This is an optimization exercise on Yosys and OpenROAD, whose aim is small area, a short achievable clock period and few clock cycles per item, not a production implementation.
Function was checked by simulation only, so behaviour that the tests miss may differ from the original.
No activity file was given, so power comes from the tool's default toggle rates.

## run A
Design net_16_16_8_4_16_1_8, start of the top module:
module net_16_16_8_4_16_1_8(clk, reset, input_valid, input_ready, input_data, output_valid, output_ready, output_data);
input clk, reset, input_valid, output_ready;
input signed [15:0] input_data;
output signed [15:0] output_data;
output output_valid, input_ready;
reg [3:0] col1;
reg rdy;
assign input_ready = rdy;
wire in_fire = input_valid & rdy;
reg [15:0] x1;
reg f1x, l1x, f1m, l1m, f1p, l1p, done1;
reg [15:0] x2buf [0:15];    
reg x2full; reg [3:0] col2;
reg [15:0] x2;
reg f2x, l2x, f2m, l2m, f2p, l2p, done2;
reg [15:0] x3buf [0:7];
reg x3full; reg [3:0] i3; reg run3;
reg [15:0] x3;
reg f3x, l3x, f3m, l3m, f3p, l3p, done3;
reg [15:0] ob [0:3];
reg [3:0] ov;
reg res3;    
assign output_data = ob[0];
assign output_valid = ov[0];
wire out_fire = ov[0] & output_ready;
wire ob_empty = ~ov[0];
wire [15:0] acc1 [0:15];
wire [15:0] acc2 [0:7];
wire [15:0] acc3 [0:3];    
wire l3_pending = l3x | l3m | l3p | done3;
wire fin3 = done3 | res3;
wire unload3 = fin3 & ob_empty;
wire start3 = x3full & ~run3 & ~res3 & (~l3_pending | ob_empty);
wire issue3 = run3 | start3;
wire x3_free4 = ~x3full | (run3 & (i3 >= 4'd11));
wire issue2 = x2full & ((col2 != 4'd15) | x3_free4);
wire x2_free5 = ~x2full | ((col2 >= 4'd10) & (~x3full | (run3 & (({1'b0, i3} + 5'd4) >= {1'b0, col2}))));
wire [3:0] col1_n = col1 + {3'd0, in_fire};
wire [15:0] x2sel = x2buf[0];
  ...
Size in the first run: about 19000 cells after synthesis, ~2900 flip-flops, roughly 38 I/O pins, about 0.17 mm2 of cells after synthesis.
export LEC_CHECK = 0
export ABC_AREA = 1
export CAP_MARGIN = 20
export CORE_MARGIN = 2
export CORE_UTILIZATION = 40
export CTS_CLUSTER_DIAMETER = 100
export CTS_CLUSTER_SIZE = 20
export SLEW_MARGIN = 20
create_clock -name core_clock -period 10.0 [get_ports {clk}]
standard.sh (not shown) runs the stock make flow with config.mk's settings and CLKGATE_MAP_FILE= SYNTH_SCRIPT=/design/flow/synth_recipe.tcl, a recipe that flattens the netlist after the stock synthesis.
==> flow/flow/run.sh <==
#!/bin/bash
# Standard ORFS layout (the standard.sh), with timing repair aimed at a tighter
# setup target than the 10 ns clock: repair_timing treats paths with less than
# SETUP_SLACK_MARGIN ns of slack as violations. Constraints (SDC) are unchanged.
set -o pipefail
MARGIN=$(cat flow/margin.txt 2>/dev/null || echo 6.4)
bash standard.sh SETUP_SLACK_MARGIN=$MARGIN finish 2>&1 | tee flow_make.log
==> flow/flow/margin.txt <==
6.7
Having completed the whole flow, run A delivered a layout that passed the timing, design-rule and antenna checks.
Testbench counts of run A, summed over its fixed seeds: cycles 3,456, vectors 192.
Modified inputs, run B compared to run A
diff --git a/flow/design.v b/flow/design.v
--- a/flow/design.v
+++ b/flow/design.v
@@ -1145,18 +1145,19 @@
     x3buf[0] <= acc2[0];
     x3buf[1] <= acc2[1];
     x3buf[2] <= acc2[2];
     x3buf[3] <= acc2[3];
     x3buf[4] <= acc2[4];
     x3buf[5] <= acc2[5];
     x3buf[6] <= acc2[6];
     x3buf[7] <= acc2[7];
   end
+  if (reset) ob[0] <= 16'd0; else
   if (unload3) begin
     ob[0] <= {1'b0, acc3[0][14:0] & {15{~acc3[0][15]}}};
     ob[1] <= {1'b0, acc3[1][14:0] & {15{~acc3[1][15]}}};
     ob[2] <= {1'b0, acc3[2][14:0] & {15{~acc3[2][15]}}};
     ob[3] <= {1'b0, acc3[3][14:0] & {15{~acc3[3][15]}}};
   end else if (out_fire) begin
     ob[0] <= ob[1];
     ob[1] <= ob[2];
     ob[2] <= ob[3];
==> comparison <==
Number of buffers added for setup after CTS, run A and run B, higher one = run A.
Run A → run B: final critical-path required period decreased 28 ps; power spent charging and discharging nets about even; share of the yosys chip area belonging to registers closely matched the old numbers; average cell area after synthesis saw little to no change; total power held steady.
Run B vs. run A: number of cells on the worst reg-to-reg path shrank by 2; wire length of the first global-routing pass went up 2700 um; proportion of power drawn by combinational gates held.
Comparing run A with run B, the share of power burned in the clock network came out essentially unchanged.
The net count after synthesis on run B is in line with that on run A.
Run B vs. run A: full die area level, fraction of the mapped netlist area in compound gates level, cell count level.
Testbench counts of run B, summed over its fixed seeds: cycles 3,456, vectors 192.

net_16_16_8_4_16_1_8 with an RTL version that a note above also has.
Size: about 19000 cells after synthesis, roughly 170000 µm² of cells after synthesis.
Design net_16_16_8_4_16_1_8, start of the top module:
module net_16_16_8_4_16_1_8(clk, reset, input_valid, input_ready, input_data, output_valid, output_ready, output_data);
==> flow/config.mk <==
export PLATFORM = sky130hd
export DESIGN_NAME = net_16_16_8_4_16_1_8
export DESIGN_NICKNAME = net_16_16_8_4_16_1_8
export VERILOG_FILES = /design/flow/design.v
export SDC_FILE = /design/flow/constraint.sdc
export NUM_CORES = 4
export LEC_CHECK = 0
export ABC_AREA = 1
export CAP_MARGIN = 20
export CORE_MARGIN = 2
export CORE_UTILIZATION = 40
export CTS_CLUSTER_DIAMETER = 100
export CTS_CLUSTER_SIZE = 20
export SLEW_MARGIN = 20
==> flow/constraint.sdc <==
create_clock -name core_clock -period 10.0 [get_ports {clk}]
set_input_delay 2.0000 -clock core_clock [delete_from_list [all_inputs] [get_ports {clk}]]
set_output_delay 2.0000 -clock core_clock [all_outputs]
set_load 0.01 [all_outputs]
==> flow/flow/margin.txt <==
6.8
Scripts as last shown in full above: flow/flow/run.sh
Testbench counts at the start, summed over its fixed seeds: cycles 3,456, vectors 192.
Edit:
--- a/flow/design.v
+++ b/flow/design.v
@@ -1038,13 +1038,13 @@
 input signed [15:0] input_data;
 output signed [15:0] output_data;
 output output_valid, input_ready;
 reg [3:0] col1;
 reg rdy;
 assign input_ready = rdy;
-wire in_fire = input_valid & rdy;
+wire in_fire = input_valid & ~rdy_n;
 reg [15:0] x1;
 reg f1x, l1x, f1m, l1m, f1p, l1p, done1;
 reg [15:0] x2buf [0:15];    
 reg x2full; reg [3:0] col2;
 reg [15:0] x2;
 reg f2x, l2x, f2m, l2m, f2p, l2p, done2;
@@ -1052,16 +1052,17 @@
 reg x3full; reg [3:0] i3; reg run3;
 reg [15:0] x3;
 reg f3x, l3x, f3m, l3m, f3p, l3p, done3;
 reg [15:0] ob [0:3];
 reg [3:0] ov;
 reg res3;    
+reg rdy_n, ov0_n;    
 assign output_data = ob[0];
 assign output_valid = ov[0];
-wire out_fire = ov[0] & output_ready;
-wire ob_empty = ~ov[0];
+wire out_fire = ~ov0_n & output_ready;
+wire ob_empty = ov0_n;
 wire [15:0] acc1 [0:15];
 wire [15:0] acc2 [0:7];
 wire [15:0] acc3 [0:3];    
 wire l3_pending = l3x | l3m | l3p | done3;
 wire fin3 = done3 | res3;
 wire unload3 = fin3 & ob_empty;
@@ -1081,32 +1082,34 @@
   f2x <= issue2 & (col2 == 4'd0); l2x <= issue2 & (col2 == 4'd15);
   f2m <= f2x; l2m <= l2x; f2p <= f2m; l2p <= l2m;
   x3 <= issue3 ? {1'b0, x3sel[14:0] & {15{~x3sel[15]}}} : 16'd0;
   f3x <= issue3 & (i3[3:1] == 3'd0); l3x <= issue3 & (i3 == 4'd15);
   f3m <= f3x; l3m <= l3x; f3p <= f3m; l3p <= l3m;
   if (reset) begin
-    col1 <= 4'd0; rdy <= 1'b1;
+    col1 <= 4'd0; rdy <= 1'b1; rdy_n <= 1'b0; ov0_n <= 1'b1;
     f1x <= 1'b0; l1x <= 1'b0; f1m <= 1'b0; l1m <= 1'b0; f1p <= 1'b0; l1p <= 1'b0; done1 <= 1'b0;
     x2full <= 1'b0; col2 <= 4'd0;
     f2x <= 1'b0; l2x <= 1'b0; f2m <= 1'b0; l2m <= 1'b0; f2p <= 1'b0; l2p <= 1'b0; done2 <= 1'b0;
     x3full <= 1'b0; i3 <= 4'd0; run3 <= 1'b0; res3 <= 1'b0;
     f3x <= 1'b0; l3x <= 1'b0; f3m <= 1'b0; l3m <= 1'b0; f3p <= 1'b0; l3p <= 1'b0; done3 <= 1'b0;
     ov <= 4'd0;
   end else begin
     col1 <= col1_n;
     rdy <= (col1_n != 4'd15) | x2_free5;
+    rdy_n <= ~((col1_n != 4'd15) | x2_free5);
     done1 <= l1p;
     if (issue2) col2 <= col2 + 4'd1;
     if (done1) x2full <= 1'b1; else if (issue2 & (col2 == 4'd15)) x2full <= 1'b0;
     done2 <= l2p;
     if (issue3) i3 <= i3 + 4'd1;
     if (start3) run3 <= 1'b1; else if (i3 == 4'd15) run3 <= 1'b0;
     if (done2) x3full <= 1'b1; else if (issue3 & (i3 == 4'd15)) x3full <= 1'b0;
     done3 <= l3p;
     res3 <= fin3 & ~ob_empty;
     if (unload3) ov <= 4'b1111; else if (out_fire) ov <= {1'b0, ov[3:1]};
+    if (unload3) ov0_n <= 1'b0; else if (out_fire) ov0_n <= ~ov[1];
   end
 end
 always @(posedge clk) begin
   if (done1) begin
     x2buf[0] <= acc1[0];
     x2buf[1] <= acc1[1];
=> Cell area stays flat. Clock-buffer cell count goes down by 4. Sequential power stays flat. Synthesized cell count goes up by 0.31%. Critical path depth stays the same. Setup slack loses 12 ps. Non-clock buffer count goes up by 9. Wire length barely changes. Maximum frequency goes down by 0.34%. Power hardly moves. Global-route usage goes down by 0.22 points.
Testbench counts after the change, summed over its fixed seeds: cycles 3,456, vectors 192.

## re-timing with driven ports
No port has a modelled driver above. Below, the same layouts with a new extraction and two added sets of constraints. Step 1 sets driving cells, clkbuf_16 on the clock port and buf_2 on the other inputs (assumed; they add their load-dependent delay and slew). Step 2 times the ports against the registers' clock, not the clock port: input delays grow and output delays shrink by t, the midpoint of the rising clock arrivals with the driver on. Slacks: ideal / step 1 / step 2; pairs: ideal / step 1.
| run | t (ns) | setup slack, ns | worst data-port slew with drivers (ns) |
|---|---|---|---|
| run A | 1.019 | 6.459 / 6.339 / 5.871 | 0.08 |
| run B | 1.019 | 6.487 / 6.372 / 5.879 | 0.09 |
| the first run of note 2 | 1.032 | 6.536 / 6.413 / 5.825 | 0.10 |
| the second run of note 2 | 1.038 | 6.524 / 6.406 / 6.028 | 0.06 |
After both steps setup and hold are still met in every run listed. The setup slack of the first run of note 2, which loses most, moves by -0.123 ns with the drivers and by -0.711 ns with both steps.
